Background: an optimization exercise with open tools, aiming at small area. Do not read the settings as production practice. The RTL was checked by simulation tests, not by an equivalence proof against the original design. Power is estimated from default activity; no workload was simulated.

== alpha ==
==> module SonarOnChip, before the edit <==
module SonarOnChip(
    input wire wb_clk_i,
    input wire wb_rst_i,
    input wire wbs_stb_i,
    input wire wbs_cyc_i,
    input wire wbs_we_i,
    input wire [3:0] wbs_sel_i,
    input wire [31:0] wbs_dat_i,
    input wire [31:0] wbs_adr_i,
    output wire wbs_ack_o,
    output wire [31:0] wbs_dat_o,
    input wire  [37:0] io_in,
    output wire [37:0] io_out,
    output wire [37:0] io_oeb
  );
  wire clk = wb_clk_i;
  wire rst = wb_rst_i;
  assign io_oeb = 38'h00FFFF0000;
  reg        wbs_done;
  reg [15:0] control, a0, a1, a2, b2, amp;
  reg [31:0] threshold;
  reg [31:0] rdata;
  wire       wb_valid = wbs_cyc_i & wbs_stb_i;
  wire [3:0] adr = wbs_adr_i[5:2];
  assign wbs_ack_o = wbs_done;
  assign wbs_dat_o = rdata;
  wire        wr = wb_valid & wbs_we_i;
  wire [31:0] wdat = wbs_dat_i & {32{~rst}};
  reg  [15:0] b1n;
  wire [15:0] b1 = ~b1n;
  always @(posedge clk) begin
    wbs_done <= wb_valid & ~rst;
    if (rst | (wr & (adr == 4'd0))) control   <= wdat[15:0];
    if (rst | (wr & (adr == 4'd1))) a0        <= wdat[15:0];
    if (rst | (wr & (adr == 4'd2))) a1        <= wdat[15:0];
    if (rst | (wr & (adr == 4'd3))) a2        <= wdat[15:0];
    if (rst | (wr & (adr == 4'd4))) b1n       <= ~wdat[15:0];
    if (rst | (wr & (adr == 4'd5))) b2        <= wdat[15:0];
    if (rst | (wr & (adr == 4'd6))) amp       <= wdat[15:0];
    if (rst | (wr & (adr == 4'd7))) threshold <= wdat;
  end
  reg [3:0] div_cnt;
  reg       mclk;
  always @(posedge clk) begin
    if (rst) begin
      div_cnt <= 4'd0;
      mclk <= 1'b0;
    end else if (div_cnt == 4'd8) begin
      div_cnt <= 4'd0;
      mclk <= ~mclk;
    end else
      div_cnt <= div_cnt + 4'd1;
  end
  reg [31:0] sr;
  reg [15:0] acc;
  reg [3:0]  dec_cnt;
  reg [15:0] cic_out;
  wire mic = io_in[0];
  wire up = mclk & mic & ~sr[31];
  wire dn = mclk & ~mic & sr[31];
  wire [15:0] acc_next;
  wire [15:0] acc_c;
  HA u_acc0(.a(acc[0]), .b(up | dn), .s(acc_next[0]), .co(acc_c[1]));
  genvar j;
  generate
    for (j = 1; j < 16; j = j + 1) begin : g_acc
      if (j < 15) begin : g_fa
        FA u_fa(.a(acc[j]), .b(dn), .ci(acc_c[j]), .s(acc_next[j]), .co(acc_c[j+1]));
      end else begin : g_top
        assign acc_next[j] = acc[j] ^ dn ^ acc_c[j];
      end
    end
  endgenerate
  always @(posedge clk) begin
    if (rst) begin
      sr <= 32'd0;
      acc <= 16'd0;
      dec_cnt <= 4'd0;
      cic_out <= 16'd0;
    end else begin
      acc <= acc_next;
      if (mclk) begin
        sr <= {sr[30:0], mic};
        if (dec_cnt == 4'd10)
          dec_cnt <= 4'd11;
        else if (dec_cnt == 4'd11) begin
          dec_cnt <= 4'd2;
          cic_out <= acc;
        end else
          dec_cnt <= dec_cnt + 4'd1;
      end
    end
  end
  reg [15:0] pcm;
  always @(posedge clk)
    if (rst) pcm <= 16'd0;
    else if (control[0]) pcm <= cic_out;
  reg [15:0] X1, X2, Y1n, Y2;
  reg [31:0] Y;
  wire [31:0] iir_sn;
  IIR_SUM u_iir(.X(pcm), .X1(X1), .X2(X2), .Y1n(Y1n), .Y2(Y2),
                .a0(a0), .a1(a1), .a2(a2), .b1n(b1n), .b2(b2), .Sn(iir_sn));
  always @(posedge clk) begin
    if (rst) begin
      X1 <= 16'd0; X2 <= 16'd0; Y1n <= 16'hffff; Y2 <= 16'd0; Y <= 32'd0;
    end else begin
      X1 <= pcm; X2 <= X1; Y1n <= ~Y[15:0]; Y2 <= ~Y1n; Y <= ~iir_sn;
    end
  end
  wire [31:0] mul_i = io_in[4] ? {{16{pcm[15]}}, pcm} : Y;
  wire [31:0] mn;
  GAIN_MUL u_gain(.mi(mul_i), .amp(amp), .mn(mn));
  reg [31:0] d1n;
  reg [30:0] d2, d3, d4, d5;
  reg [5:1]  v;
  reg [29:0] maf;
  wire [31:0] maf_sn;
  MAF_SUM u_maf(.d4(d4), .d5(d5), .v4(v[4]), .v5(v[5]), .sn(maf_sn));
  always @(posedge clk) begin
    d1n <= mn;
    d2 <= d1n[30:0] ^ {31{d1n[31]}};
    d3 <= d2; d4 <= d3; d5 <= d4;
  end
  always @(posedge clk) begin
    if (rst) begin
      v <= 5'd0;
      maf <= 30'd0;
    end else begin
      v <= {v[4:1], 1'b1};
      maf <= ~maf_sn[31:2];
    end
  end
  wire [30:0] cmp_c;
  assign cmp_c[0] = 1'b1;
  genvar k;
  generate
    for (k = 0; k < 30; k = k + 1) begin : g_cmp
      assign cmp_c[k+1] = (maf[k] & ~threshold[k]) | (maf[k] & cmp_c[k]) | (~threshold[k] & cmp_c[k]);
    end
  endgenerate
  wire detect = cmp_c[30] & ~threshold[30] & ~threshold[31];
  assign io_out = {21'd0, detect, 14'd0, mclk, 1'b0};
  always @(posedge clk) begin
    if (rst)
      rdata <= 32'd0;
    else
      case (adr)
        4'd0:  rdata <= {16'd0, control};
        4'd1:  rdata <= {16'd0, a0};
        4'd2:  rdata <= {16'd0, a1};
        4'd3:  rdata <= {16'd0, a2};
        4'd4:  rdata <= {16'd0, b1};
        4'd5:  rdata <= {16'd0, b2};
        4'd6:  rdata <= {16'd0, amp};
        4'd7:  rdata <= threshold;
        4'd8:  rdata <= {16'd0, pcm};
        4'd9:  rdata <= Y;
        4'd10: rdata <= {2'b00, maf};
        4'd11: rdata <= {30'd0, mclk, detect};
        default: rdata <= 32'd0;
      endcase
  end
endmodule
clock: 12.0 ns
lec_check: 0
cap_margin: 20
core_margin: 2
core_utilization: 45
place_density: 0.6
slew_margin: 20
synth_hierarchical: 1
synth_minimum_keep_size: 0
standard.sh (not shown) runs the stock make flow with config.mk's settings and CLKGATE_MAP_FILE= SYNTH_SCRIPT=/design/flow/synth_recipe.tcl, a recipe that flattens the netlist after the stock synthesis.
==> flow/flow/run.sh <==
#!/bin/bash
# Standard layout with two changes:
# - before the post-placement repair, the buffers that timing-driven global
#   placement put after plain flip-flops are removed and those flip-flops get
#   the drive-2 cell instead (flow/upsize.tcl); repair_design then buffers
#   whatever still needs it;
# - clock tree synthesis adds no dummy loads and builds the tree from
#   clkbuf_4 cells driving clusters of up to 8 flip-flops.
set -euo pipefail
here=$(cd "$(dirname "$0")" && pwd)
export PRE_RESIZE_TCL="$here/upsize.tcl"
export CTS_ARGS="-sink_clustering_enable -repair_clock_nets -dont_use_dummy_load -buf_list sky130_fd_sc_hd__clkbuf_4 -sink_clustering_size 8 -sink_clustering_max_diameter 50"
bash standard.sh > standard_make.log 2>&1
==> flow/flow/upsize.tcl <==
# Replace the buffers that timing-driven global placement put after
# flip-flops by a stronger drive of the flip-flop itself; repair_design,
# which runs next, buffers whatever still needs it.
# dfxtp_2 for a dfxtp_1 or dfxtp_2 driver; other drivers keep their buffers.
proc stronger { master } {
  if { [string match "*__dfxtp_\[12\]" $master] } { return "sky130_fd_sc_hd__dfxtp_2" }
  return ""
}

set block [ord::get_db_block]
set count 0
set drivers {}
set changed 1
while { $changed } {
set changed 0
foreach inst [$block getInsts] {
  set name [$inst getName]
  if { ![string match "place*" $name] } { continue }
  if { ![string match "sky130_fd_sc_hd__buf_*" [[$inst getMaster] getName]] } { continue }
  set in_net [[$inst findITerm A] getNet]
  set out_net [[$inst findITerm X] getNet]
  if { $in_net == "NULL" || $out_net == "NULL" } { continue }
  if { [llength [$out_net getBTerms]] > 0 } { continue }
  set drv ""
  foreach it [$in_net getITerms] {
    if { [$it isOutputSignal] } { set drv [$it getInst] }
  }
  if { $drv == "" } { continue }
  set bigger [stronger [[$drv getMaster] getName]]
  if { $bigger == "" } { continue }
  foreach it [$out_net getITerms] {
    if { [$it getInst] == $inst } { continue }
    $it disconnect
    $it connect $in_net
  }
  [$inst findITerm A] disconnect
  [$inst findITerm X] disconnect
  odb::dbInst_destroy $inst
  odb::dbNet_destroy $out_net
  lappend drivers $drv
  incr count
  set changed 1
}
}
set drivers [lsort -unique $drivers]
foreach d $drivers {
  set bigger [stronger [[$d getMaster] getName]]
  if { $bigger != "" } { replace_cell [$d getName] $bigger }
}
puts "upsize.tcl: removed $count buffers, upsized [llength $drivers] flip-flops"
## Diff of input files: epsilon against alpha
diff --git a/flow/design.v b/flow/design.v
--- a/flow/design.v
+++ b/flow/design.v
@@ -8424,20 +8424,29 @@
   wire [31:0] wdat = wbs_dat_i & {32{~rst}};
   reg  [15:0] b1n;
   wire [15:0] b1 = ~b1n;
   always @(posedge clk) begin
     wbs_done <= wb_valid & ~rst;
     if (rst | (wr & (adr == 4'd0))) control   <= wdat[15:0];
-    if (rst | (wr & (adr == 4'd1))) a0        <= wdat[15:0];
-    if (rst | (wr & (adr == 4'd2))) a1        <= wdat[15:0];
-    if (rst | (wr & (adr == 4'd3))) a2        <= wdat[15:0];
-    if (rst | (wr & (adr == 4'd4))) b1n       <= ~wdat[15:0];
-    if (rst | (wr & (adr == 4'd5))) b2        <= wdat[15:0];
-    if (rst | (wr & (adr == 4'd6))) amp       <= wdat[15:0];
     if (rst | (wr & (adr == 4'd7))) threshold <= wdat;
   end
+  always @(posedge clk) begin
+    if (rst) begin
+      a0 <= 16'd0; a1 <= 16'd0; a2 <= 16'd0; b1n <= 16'hffff; b2 <= 16'd0; amp <= 16'd0;
+    end else if (wr) begin
+      case (adr)
+        4'd1: a0  <= wbs_dat_i[15:0];
+        4'd2: a1  <= wbs_dat_i[15:0];
+        4'd3: a2  <= wbs_dat_i[15:0];
+        4'd4: b1n <= ~wbs_dat_i[15:0];
+        4'd5: b2  <= wbs_dat_i[15:0];
+        4'd6: amp <= wbs_dat_i[15:0];
+        default: ;
+      endcase
+    end
+  end
   reg [3:0] div_cnt;
   reg       mclk;
   always @(posedge clk) begin
     if (rst) begin
       div_cnt <= 4'd0;
       mclk <= 1'b0;
- Critical path depth came out exactly the same in alpha and epsilon.
- Changes observed in epsilon relative to alpha: worst hold slack increased 0.024 ns, proportion of cell area occupied by registers decreased 1.3 points.
- epsilon vs alpha: overall routed net length up
- Fraction of met2 tracks used by global routing in epsilon is 0.61 points higher than in alpha
- Across both runs, number of non-filler instances in the completed layout was higher for epsilon than for alpha.
- Going from alpha to epsilon, number of iterations in the first detailed-routing pass grew by 1; setup slack went up; final weighted congestion of routability-driven global placement now sits lower.
- Reported for alpha and epsilon, number of pins exceeding their max-slew limit in the final report turned out identical to the last digit.
- The floorplan die width on epsilon is in line with that on alpha.
- Compared with alpha, epsilon improves relative slew slack.
- epsilon finished every step from synthesis to the final layout, and the layout passed the timing, design-rule and antenna checks.
- The slew at the pin closest to its max-slew limit of epsilon falls short of that of alpha by 0.060 ns.
- Combinational power share, alpha and epsilon: larger value in alpha

## re-timing with driven ports
No port has a modelled driver above. Below, the same layouts with a new extraction and two added sets of constraints.
Step 1 sets driving cells, clkbuf_16 on the clock port and buf_2 on the other inputs (assumed; they add their load-dependent delay and slew).
Step 2 also shifts input and output timing later by t, the mid clock arrival at the registers, as if the neighbouring blocks saw the same clock.
Slacks: ideal ports / drivers / drivers and shift; pairs: ideal ports / drivers.
run | shift t [ns] | setup slack, ns | hold slack, ns | worst setup path at the end | clock arrival spread, ns
alpha | 1.012 | 1.079 / 1.079 / 0.856 | 0.283 / 0.283 / 0.283 | input to register | 0.177 / 0.176
epsilon | 1.010 | 1.170 / 1.171 / 1.037 | 0.307 / 0.307 / 0.307 | input to register | 0.176 / 0.176
After both steps setup and hold are still met in every run listed. The setup slack of alpha, which loses most, moves by 0.000 ns with the drivers and by -0.223 ns with both steps.
